Context: an optimization exercise on an open-source flow, tuned for a short achievable clock period and few clock cycles. The choices shown serve that exercise and are no tape-out recipe. Only simulation tests tie the RTL to the original design; equivalence was not proved. No activity file was given, so power comes from the tool's default toggle rates.

==> 09-11: inputs <==
// rv32i_mc
module rv32i_mc (
    input         clk,
    input         reset,        
    input  [31:0] mem_rdata,    
    output [31:0] mem_addr,     
    output [31:0] mem_wdata,    
    output        mem_we        
);
==> flow/config.mk <==
export PLATFORM = sky130hd
export DESIGN_NAME = rv32i_mc
export DESIGN_NICKNAME = rv32i_mc
export VERILOG_FILES = /design/flow/design.v
export SDC_FILE = /design/flow/constraint.sdc
export NUM_CORES = 4
export LEC_CHECK = 0
export ABC_CLOCK_PERIOD_IN_PS = 2500
export CAP_MARGIN = 20
export CORE_MARGIN = 2
export CORE_UTILIZATION = 40
export SLEW_MARGIN = 20
export SETUP_SLACK_MARGIN = 7.5
==> flow/constraint.sdc <==
create_clock -name core_clock -period 11.0 [get_ports {clk}]
set_input_delay 2.2000 -clock core_clock [delete_from_list [all_inputs] [get_ports {clk}]]
set_output_delay 2.2000 -clock core_clock [all_outputs]
set_load 0.01 [all_outputs]
standard.sh (not shown) runs the stock make flow with config.mk's settings and CLKGATE_MAP_FILE= SYNTH_SCRIPT=/design/flow/synth_recipe.tcl, a recipe that flattens the netlist after the stock synthesis.
==> flow/flow/run.sh <==
#!/bin/bash
# The standard layout (standard.sh: the standard synthesis and ORFS
# steps), with a larger setup repair margin so that repair_timing keeps
# shortening paths below the 11 ns period. The SDC is the standard flow's, unchanged.
set -euo pipefail
sed -i '/^export SETUP_SLACK_MARGIN/d' config.mk
echo "export SETUP_SLACK_MARGIN = 7.5" >> config.mk
bash standard.sh > standard.log 2>&1
==> inputs of 02-17, as changes to 09-11 <==
--- a/flow/design.v
+++ b/flow/design.v
@@ -70,29 +70,49 @@
     reg        m_active;     
     reg        m_ld;         
     reg [4:0]  m_rd;
     reg        rst;          
     reg        stall;        
+    reg        pf_q;         
+    reg [9:0]  pfw;          
+    reg [9:0]  pfa;          
+    reg [31:0] sa;           
     assign mem_addr  = ma;
     assign mem_wdata = wd;
     assign mem_we    = we;
     reg [31:0] rf [1:31];
     reg        bt_v   [0:31];
     reg [4:0]  bt_tag [0:31];
     reg [9:0]  bt_tgt [0:31];
     wire [4:0]  f_idx   = fpc[6:2];
     wire        f_low   = fpc[31:12] == 20'b0;
-    wire        f_bhit  = f_low & bt_v[f_idx] & (bt_tag[f_idx] == fpc[11:7]);
+    reg  [31:0] bt_m;
+    integer bk;
+    always @(*)
+        for (bk = 0; bk < 32; bk = bk + 1)
+            bt_m[bk] = bt_v[bk] & (bt_tag[bk] == fpc[11:7]);
+    wire        f_bhit  = f_low & bt_m[f_idx];
     wire [31:0] f_btgt  = {20'b0, bt_tgt[f_idx], 2'b00};
     wire [31:0] f_pc4   = inc4(fpc);
     wire [31:0] f_next  = f_bhit ? f_btgt : f_pc4;
     reg        ic_v   [0:31];
     reg [4:0]  ic_tag [0:31];
     reg [31:0] ic_d   [0:31];
-    wire        c_hit   = f_low & ic_v[f_idx] & (ic_tag[f_idx] == fpc[11:7]);
-    wire        f_avail = ~m_active | c_hit;     
-    wire [31:0] fi    = m_active ? ic_d[f_idx] : mem_rdata;
+    reg  [31:0] ic_m;
+    integer ck;
+    always @(*)
+        for (ck = 0; ck < 32; ck = ck + 1)
+            ic_m[ck] = ic_v[ck] & (ic_tag[ck] == fpc[11:7]);
+    wire        c_hit   = f_low & ic_m[f_idx];
+    wire        from_c  = m_active | pf_q;       
+    wire        f_avail = ~from_c | c_hit;       
+    wire [31:0] ic_mn   = {1'b0, ic_m[31:1]};
+    wire        n_hit   = f_low & ic_mn[f_idx];
+    wire [9:0]  pf_dist = pfw - fpc[11:2];
+    wire        pf_near = f_low & (pf_dist != 10'd0) & (pf_dist <= 10'd16);
+    wire        pf_behind = ~f_low | (pf_dist == 10'd0) | pf_dist[9];
+    wire [31:0] fi    = from_c ? ic_d[f_idx] : mem_rdata;
     wire [6:0]  f_op  = fi[6:0];
     wire [2:0]  f_f3  = fi[14:12];
     wire f_lui   = f_op == OP_LUI;
     wire f_auipc = f_op == OP_AUIPC;
     wire f_jal   = f_op == OP_JAL;
@@ -208,22 +228,24 @@
     wire        mis_t = x_exec & ((x_br & x_cond & (~x_pred | ~x_tgt_ok)) | (x_jal & ~x_tgt_ok));
     wire        mis_4 = x_exec & x_br & ~x_cond & x_pred;
     wire        mis_j = x_exec & x_jalr & ~x_jr_ok;
     wire        x_mispred = mis_t | mis_4 | mis_j;
     wire [31:0] x_ntgt    = x_jalr ? x_jtgt : x_tgt;
-    wire        bt_set    = x_exec & x_taken & (x_pc[31:12] == 20'b0) & (x_ntgt[31:12] == 20'b0)
-                          & (x_ntgt[1:0] == 2'b00);
+    wire        bt_set    = x_exec & x_taken;
     wire        bt_clr    = x_exec & x_br & ~x_cond & x_bp;
     wire d_redirect = d_valid & (d_stat | d_unbp) & adv;
     wire [31:0] fetch_ok   = ~adv       ? fpc
                            : d_redirect ? d_rtgt
                            : f_avail    ? f_next
                            : fpc;
     wire [31:0] fetch_next = ({32{mis_t}} & x_tgt)
                            | ({32{mis_4}} & x_pc4)
                            | ({32{mis_j}} & x_jtgt)
                            | ({32{~x_mispred}} & fetch_ok);
+    wire        can_pf   = adv & ~d_redirect & f_avail & ~f_bhit & n_hit & pf_near;
+    wire        bus_own  = x_mem | can_pf;
+    wire [31:0] bus_own_a = x_mem ? x_addr : {20'b0, pfw, 2'b00};
     wire [31:0] rf_a = (d_rs1 == 5'd0) ? 32'b0 : rf[d_rs1];
     wire [31:0] rf_b = (d_rs2 == 5'd0) ? 32'b0 : rf[d_rs2];
     wire [31:0] l_a  = (l_wen && l_rd == d_rs1) ? l_res : rf_a;
     wire [31:0] l_b  = (l_wen && l_rd == d_rs2) ? l_res : rf_b;
     wire [31:0] ww_a = (w_wen && w_rd == d_rs1) ? w_res : l_a;
@@ -255,51 +277,57 @@
     end
     reg        ic_inv;
     reg [4:0]  ic_inv_idx;
     integer ci;
     always @(posedge clk) begin
-        ic_inv_idx <= ma[6:2];
+        ic_inv_idx <= sa[6:2];
         if (rst) begin
             ic_inv <= 1'b0;
             for (ci = 0; ci < 32; ci = ci + 1) ic_v[ci] <= 1'b0;
         end else begin
-            ic_inv <= we && ma[31:12] == 20'b0 && ic_tag[ma[6:2]] == ma[11:7];
+            ic_inv <= we && sa[31:12] == 20'b0 && ic_tag[sa[6:2]] == sa[11:7];
             if (ic_inv) ic_v[ic_inv_idx] <= 1'b0;
-            if (!m_active) begin
+            if (pf_q) begin
+                ic_v[pfa[4:0]]   <= 1'b1;
+                ic_tag[pfa[4:0]] <= pfa[9:5];
+                ic_d[pfa[4:0]]   <= mem_rdata;
+            end else if (!m_active) begin
                 ic_v[f_idx]   <= f_low;
                 ic_tag[f_idx] <= fpc[11:7];
                 ic_d[f_idx]   <= mem_rdata;
             end
         end
     end
     reg        bu_set, bu_clr;
-    reg [4:0]  bu_idx, bu_tag;
-    reg [9:0]  bu_tgt;
+    reg [31:0] bu_pc, bu_ntgt;
+    wire [4:0] bu_idx = bu_pc[6:2];
+    wire       bu_ok  = (bu_pc[31:12] == 20'b0) & (bu_ntgt[31:12] == 20'b0) & (bu_ntgt[1:0] == 2'b00);
     integer bi;
     always @(posedge clk) begin
-        bu_idx <= x_pc[6:2];
-        bu_tag <= x_pc[11:7];
-        bu_tgt <= x_ntgt[11:2];
+        bu_pc   <= x_pc;
+        bu_ntgt <= x_ntgt;
         if (rst) begin
             bu_set <= 1'b0;
             bu_clr <= 1'b0;
             for (bi = 0; bi < 32; bi = bi + 1) bt_v[bi] <= 1'b0;
         end else begin
             bu_set <= bt_set;
             bu_clr <= bt_clr;
-            if (bu_set) begin
+            if (bu_set & bu_ok) begin
                 bt_v[bu_idx]   <= 1'b1;
-                bt_tag[bu_idx] <= bu_tag;
-                bt_tgt[bu_idx] <= bu_tgt;
+                bt_tag[bu_idx] <= bu_pc[11:7];
+                bt_tgt[bu_idx] <= bu_ntgt[11:2];
             end else if (bu_clr) begin
                 bt_v[bu_idx]   <= 1'b0;
             end
         end
     end
     always @(posedge clk) rst <= reset;
     always @(posedge clk) begin
-        ma <= rst ? 32'b0 : (x_mem ? x_addr : fetch_next);
+        ma <= rst ? 32'b0 : (bus_own ? bus_own_a : fetch_next);
+        if (x_mem) sa <= x_addr;
+        pfa <= pfw;
         we <= ~rst & x_mem & x_st;
         wd <= x_b;
         if (adv) dh <= d_in;
         dq <= adv ? d_in : dh;
         if (adv) xh <= {n_a, n_b, x_in_rest};
@@ -312,10 +340,12 @@
         if (rst) begin
             fpc      <= 32'b0;
             m_active <= 1'b0;
             m_ld     <= 1'b0;
             stall    <= 1'b0;
+            pf_q     <= 1'b0;
+            pfw      <= 10'd0;
             d_valid  <= 1'b0;
             x_valid  <= 1'b0;
             w_wen    <= 1'b0;
             l_wen    <= 1'b0;
         end else begin
@@ -324,10 +354,15 @@
             m_ld     <= x_mem & x_ldw;
             stall    <= x_mem & x_ldw & d_valid & ~x_mispred
                         & ((d_use1 & (d_rs1 == x_rd)) | (d_use2 & (d_rs2 == x_rd)));
             w_wen    <= x_wb;
             l_wen    <= m_ld;
+            pf_q     <= ~x_mem & can_pf;
+            if (pf_behind)
+                pfw <= fpc[11:2] + 10'd1;
+            else if (~x_mem & can_pf)
+                pfw <= pfw + 10'd1;
             if (adv) begin
                 d_valid <= f_avail & ~x_mispred & ~d_redirect;
                 x_valid <= d_valid & ~x_mispred;
             end
         end
==> qor summary <==
| item | 09-11 | 02-17 |
|---|---|---|
| Outcome | finished clean | finished clean |
| Met1 Use GR | 38.5% | 37.4% |
| Area of the multi-input gates | 0.0707 mm² | 0.0733 mm² |
| Comb pwr | 11300 µW | 13300 µW |
| Fillcell total | 35800 | 37100 |
| Critical path required time | 11.90 ns | 11.84 ns |
| Seq/total area | 49.8% | 49.4% |
| Post-synthesis cell area | 0.172 mm² | 0.177 mm² |
| Final standard cell utilization of the core | 48.2% | 48.2% |
| P_leak | 0.0702 µW | 0.0724 µW |
| Total clock buffers created by CTS | 382 | 389 |
| Power after layout | 40800 µW | 43800 µW |
| Die X-Extent | 660 µm | 669 µm |
| Finished Layout Cells | 17800 | 18600 |
| RD Place Congestion | 0.950 | 0.930 |
| Sequential power share | 40.5% | 39.6% |
| Final worst hold slack | 0.324 ns | 0.326 ns |
| Synthesized-area fraction occupied by xor and xnor cells | 1.12% | 2.71% |
| Multi-input combinational cell count | 6522 | 6910 |
| Maximum fanout count along the critical path | 8 | 5 |
| Internal Pwr Total | 28000 µW | 29700 µW |
| Number of cells on the worst reg-to-reg path | 18 | 15 |
| Met2 Wirelength | 291000 µm | 300000 µm |
| Bufs w/o clock | 1106 | 1117 |
| Diodes inserted | 19 | 36 |
| FF+latch count, synth | 3564 | 3662 |
Testbench counts of 09-11, summed over its fixed seeds: cycles 42,110.
Testbench counts of 02-17, summed over its fixed seeds: cycles 40,793.

==> port drivers added, routing unchanged <==
How much do the figures lean on ideal ports? The routed layouts below were timed once more, with nothing changed but the port constraints.
Step 1 sets driving cells, clkbuf_16 on the clock port and buf_2 on the other inputs (assumed; they add their load-dependent delay and slew).
Step 2 adds t to the input delays and takes it off the output delays; t is the mean of the earliest and latest rising clock arrival at the registers after step 1. Input paths then give back, and output paths get back, about the clock's delay inside the block.
Slacks: no drivers / after step 1 / after step 2; pairs: no drivers / after step 1.
| run | t (ns) | slack for setup (ns) | clock arrival spread, ns | slew at the worst register clock pin (ns) | worst slew at a driven data input, ns |
|---|---|---|---|---|---|
| 09-11 | 1.051 | 6.934 / 6.934 / 6.168 | 0.157 / 0.157 | 0.08 / 0.08 | 0.27 |
| 02-17 | 1.081 | 6.746 / 6.746 / 6.614 | 0.112 / 0.113 | 0.07 / 0.07 | 0.13 |
After both steps every run listed still meets setup and hold. For 09-11, which loses most, drivers alone change the setup slack by 0.000 ns; drivers and shift together by -0.766 ns.
